From an optimization exercise on the open Yosys and OpenROAD flow, aimed at small area; shortcuts taken in it are not production practice. Only simulation tests tie the RTL to the original design; equivalence was not proved.

--- design/flow/run.sh ---
#!/bin/bash
# synth_recipe.tcl (not shown) runs the flow's synth.tcl, then flattens the netlist and writes it again
# the make line also repeats each setting of config.mk as NAME=value (left out here)
make -C /OpenROAD-flow-scripts/flow DESIGN_CONFIG=/design/flow/config.mk WORK_HOME=/design/flow/orfs CLKGATE_MAP_FILE= SYNTH_SCRIPT=/design/flow/synth_recipe.tcl finish
--- design/flow/config.mk ---
export PLATFORM = sky130hd
export DESIGN_NAME = rgb_to_ycrcb_converter
export DESIGN_NICKNAME = rgb_to_ycrcb_converter
export VERILOG_FILES = /design/flow/design.v
export SDC_FILE = /design/flow/constraint.sdc
export NUM_CORES = 4
export LEC_CHECK = 0
export CAP_MARGIN = 20
export CORE_MARGIN = 2
export CORE_UTILIZATION = 40
export SLEW_MARGIN = 20
--- design/flow/constraint.sdc ---
create_clock -name core_clock -period 10.0 [get_ports {clk}]
set_input_delay 2.0000 -clock core_clock [delete_from_list [all_inputs] [get_ports {clk}]]
set_output_delay 2.0000 -clock core_clock [all_outputs]
set_load 0.01 [all_outputs]
--- design/flow/design.v ---
module rgb_to_ycrcb_converter
#(
	parameter DATAIN_WIDTH 	= 32,
	parameter DATAOUT_WIDTH = 32
)
(
	input		clk		,
	input		rst		,
	input      	[DATAIN_WIDTH-1:0]	datain	,
	input             		datain_valid	,
	output	reg		datain_ready			,
	output  reg    	[DATAOUT_WIDTH-1:0]	dataout			,
	output  reg           		dataout_valid ,
	input				dataout_ready						
);
	localparam	YOFFSET	= 16'b0000000000000000;  
	localparam	COFFSET = 16'b0000000010000000;
	localparam	CA = 16'b0100110010001011;
	localparam	CB = 16'b0001110100101111;
	localparam	CC = 16'b1110000010010101;
	localparam	CD = 16'b0111110111111010;
	reg  [7:0]	Y;
	reg  [7:0]	Cr;
	reg  [7:0]	Cb;
	reg	[23:0]	result1;
	reg	[23:0]	result2;
	reg	[23:0]	result3;
	reg	[23:0]	result4;
	reg	[DATAIN_WIDTH-1:0]    datain_reg1;
	reg	[DATAIN_WIDTH-1:0]	 datain_reg2;
	reg	[7:0]	Y_reg1;
	reg	[7:0]	Y_reg2;
	reg	valid_reg1;
	reg	valid_reg2;
	reg	valid_reg3;
	reg	valid_reg4;
always @(posedge clk)
begin
	if(rst)
	begin
		datain_ready <= 1'b0;
		dataout_valid <= 1'b0;
		valid_reg1 <= 1'b0;
		valid_reg2 <= 1'b0;
		valid_reg3 <= 1'b0;
		valid_reg4 <= 1'b0;
	end
	else
	begin
		datain_ready <= dataout_ready;
		valid_reg1 <= datain_valid;
		valid_reg2 <= valid_reg1;
		valid_reg3 <= valid_reg2;
		valid_reg4 <= valid_reg3;
		dataout_valid <= valid_reg4;
		result1 <= CA * (datain[15:8] - datain[23:16]);
 		result2 <= CB * (datain[31:24] - datain[23:16]);
		datain_reg1 <= datain;
 		Y <= result1[23:16] + datain_reg1[23:16] + result2[23:16] + YOFFSET[7:0];
		datain_reg2 <= datain_reg1;
		Y_reg1 <= Y;
 		result3 <= CC * (datain_reg2[15:8] - Y) ;
		result4 <= CD *(datain_reg2[31:24] - Y);
 		Cr <= result3[23:16] + COFFSET[7:0];
	 	Cb <= result4[23:16] + COFFSET[7:0];
		Y_reg2 <= Y_reg1;
		dataout <= {Y_reg2, Cr, Cb, 8'b0};
	end
end
endmodule
==> run summary <==
## sequential cells by signal (all words and copies together) (netlist names), 8 cells and up
| name | flops |
|---|---|
| datain_reg1 | 24 |
| dataout | 24 |
| datain_reg2 | 16 |
| Cb | 8 |
| Cr | 8 |
| Y | 8 |
| Y_reg1 | 8 |
| Y_reg2 | 8 |
| result1 | 8 |
| result2 | 8 |
| result3 | 8 |
| result4 | 8 |
## layer usage
metal  vias up  GRT usage, %  routed length (um)
met4         0         3.325                 409
li1       5044             -                   -
met3        23         1.634                 518
met5         -             0                   0
met2        89         26.14               14570
met1      4867         19.06               13490
## kinds of logic after synthesis
family | count (synthesis) | share of synthesized area, %
flip-flops | 142 | 25.37
AND/OR/NAND/NOR | 156 | 4.643
adder cells (fa/ha/maj) | 501 | 46.57
other | 2 | 0.04532
buffers and inverters | 437 | 10.12
XOR/XNOR | 95 | 5.104
multiplexers | 12 | 0.7475
AO/OA/AOI/OAI | 177 | 7.399
## final cells by class
class                   count  area [um^2]  area share (%)
multi-input cells         952        10730           58.41
flip-flops and latches    142         4204           22.89
inverters                 424         1597           8.692
well taps                 532        665.6           3.624
repair buffers             62        598.1           3.256
clock buffers              18        429.2           2.337
clock inverters            14        146.4          0.7970
## path summary, 6_finish.rpt
| check | slack (ps) | to | cells past startpoint | from |
|---|---|---|---|---|
| worst min register to register | 410 | dataout[22] | 0 | Cr[6] |
| worst min-delay path | 410 | dataout[22] | 0 | Cr[6] |
| worst max register to register | 1810 | result4[21] | 31 | Y[0] |
| worst max-delay path | 880 | result2[23] | 27 | datain[17] |
## layout by cell type, fill, tap and decap left out, types with 8 or more instances in the layout
master / count
edfxtp_1: 136
clkdlybuf4s50_1: 53
xnor2_1: 68
nor2b_1: 20
nor3_1: 10
inv_6: 8
o21ai_0: 26
fa_1: 193
o21ai_1: 8
mux2i_1: 9
nor2_1: 44
nand2_1: 38
buf_4: 9
a21o_1: 39
ha_1: 308
a21oi_1: 45
clkbuf_16: 17
nand3_1: 8
xor2_1: 26
conb_1: 11
inv_1: 421
## through the flow
stage	util, %	area [um^2]
floorplan	-	16610
global placement	43.57	17790
detailed placement	43.57	17790
CTS	44.98	18370
global route	44.98	18370
finish	44.98	18370
==> run summary <==
Min path:
- The worst hold path belongs to the class register to register.

Global routing:
- In the global route stage, overall resource usage came out at about 15%.
- The number of antenna violations at the first check in global routing is 0.
- The first global-routing pass estimated between 50000 and 60000 um of wire.
- The pin count of the biggest net entering global routing is roughly 70.
- The via count of the first global-routing pass is ~11000.
- The total congestion overflow is 0.

STA:
- Setup repair after global routing left no endpoint under its margin.
- The final-report max-slew violation count came to 0.
- The worst-case hold slack is about 410 ps.
- In this run the tightest slew margin relative to its limit is 37.48%.
- The clock period minus final worst setup slack is a little over 9000 ps.
- The post-route setup TNS is 0 ps.
- The fmax is roughly 110 MHz.
- The final clock skew is between 10 and 15 ps.
- At the pin with the least slew margin, the transition time is 936.8 ps.
- The worst path setup slack after routing is a little under 900 ps.
- The final count of hold timing violations is 0.
- The total of endpoints with negative setup slack in the final report is 0.
- The portion of the clock cycle consumed by the worst path in the final layout is between 90% and 100%.

Synthesis:
- After synthesis, the netlist uses 66 different library cells.
- After synthesis, the largest area contributor takes up roughly a quarter of total cell area.
- Counting flops with an async set or reset pin after synthesis yields a share of 0%.
- After synthesis the cells add up to about 17000 um^2.
- The sequential area share after synthesis is 25.37%.
- The most used flip-flop cell after synthesis is edfxtp_1.
- In the synthesized netlist, the cells that appear most often are 422 x inv_1, 308 x ha_1, 193 x fa_1.
- The number of synthesized flops with an enable pin is ~140.
- For this run, the number of Yosys warnings is 1.
- In the post-synthesis netlist, the biggest area contributors are edfxtp_1 25%, fa_1 23%, ha_1 23%.
- edfxtp_1 takes more of the synthesized area than any other cell.
- The most frequent cell after synthesis is inv_1.
- The cell count after synthesis is about 1500.
- A synthesized cell averages between 10 and 15 um^2.
- The register bit count reported by yosys is 142.

Setup path:
- The highest-delay cell along the critical path is a2111oi_0.
- The category of the most critical setup path is primary input to register.
- The endpoint kind of the worst setup timing path is a register.
- The data arrival time at the worst-slack endpoint is a little over 9000 ps.
- Among cell families on the critical path, the largest total delay comes from adder cells.
- Counting stages on the worst path, the most repeated cell is fa_1.
- Of all nets on the critical path, the largest fanout is 6.
- The buffer and inverter count on the worst path is 5.
- The peak per-stage delay on the critical path is between 600 and 700 ps.
- The type of origin of the critical path is a primary input.
- The critical path required time is between 10000 and 15000 ps.

Flow run:
- The max-cap violation count is 0.

Detailed routing:
- The count of unresolved DRC violations after routing is 0.
- The detailed router placed ~10000 vias in this run.
- Once detail routing completed, the nets flagged for antenna violations numbered 0.
- Dividing the detail-routed via count by the number of cells gives 4.675.
- The DRC violation total after the first TritonRoute iteration is around 320.
- After detailed routing, the average wire length per cell comes to roughly 14 um.
- After detailed routing, the total wire length is ~29000 um.
- The detailed-routing iteration count for the pre-antenna-repair pass is 4.

Run status:
- The flow ran to the end and the layout has no timing, DRC or antenna violations.

Cells and area:
- The number of antenna diodes in the final layout is 0.
- The filler cells instantiated in the layout total between 3000 and 4000.
- The final net count is between 2000 and 2500.
- The share of final-layout standard cells stronger than drive strength 1 is roughly 3.8%.
- The signed area change from the synthesized netlist to the final layout is 10.83%.
- Excluding fillers, the count of instances in the completed layout stands at roughly 2100.

Floorplanning:
- The floorplan step set the die height to 207.5 um.
- The core box area is between 40000 and 50000 um^2.
- The starting density of the core is between 40% and 50%.
- The number of core rows is 74.
- For this design the top-level I/O count stands at 70.
- The die is 207.5 um wide.
- The floorplan step defined a die boundary enclosing approximately 43000 um^2.

Clock tree:
- In this run, CTS created clock tree buffers numbering 17.
- In this run, post-CTS repair resized a total of 0 instances.
- The CTS tree is built.
- In this run the clock root is driven by a clkbuf_16.
- The H-tree depth reported by CTS is 4.
- The number of hold buffers added after CTS is 0.
- The number of post-CTS setup repair buffers is 0.
- The clock reaches the later pin of the worst-skew pair after roughly 420 ps.
- The clock net sink count is 142.
- The clock-pin slew on the worst setup and hold paths is roughly 70 ps.
- Counting along the longest clock path gives a buffer depth of 2.

Placed design:
- Before CTS, the worst setup slack after placement is 371.0 ps.
- In this run, placement finished with an instance count of around 2100.
- Routability-driven placement finished with a final weighted congestion of a little over 0.8.
- The number of I/O port buffers is 53.
- The half-perimeter wire length of the detailed placement result is between 20000 and 25000 um.

port drivers added, routing unchanged:
The flow's constraints put no driver on any port. The routed layout listed below was extracted and timed again, unchanged, in two steps.
Step 1, drivers: a clkbuf_16 drives clk and a buf_2 each remaining input, both assumed.
Step 2 also shifts input and output timing later by t, the mid clock arrival at the registers, as if the neighbouring blocks saw the same clock.
Three values: ideal ports, drivers, drivers and shift; two values: the first two.
t (ns): 0.467
setup WS [ns]: 0.882 / 0.906 / 0.439
worst setup path at the end: input to register
After both steps this run still meets setup and hold. For this run, drivers alone change the setup slack by +0.024 ns; drivers and shift together by -0.443 ns.
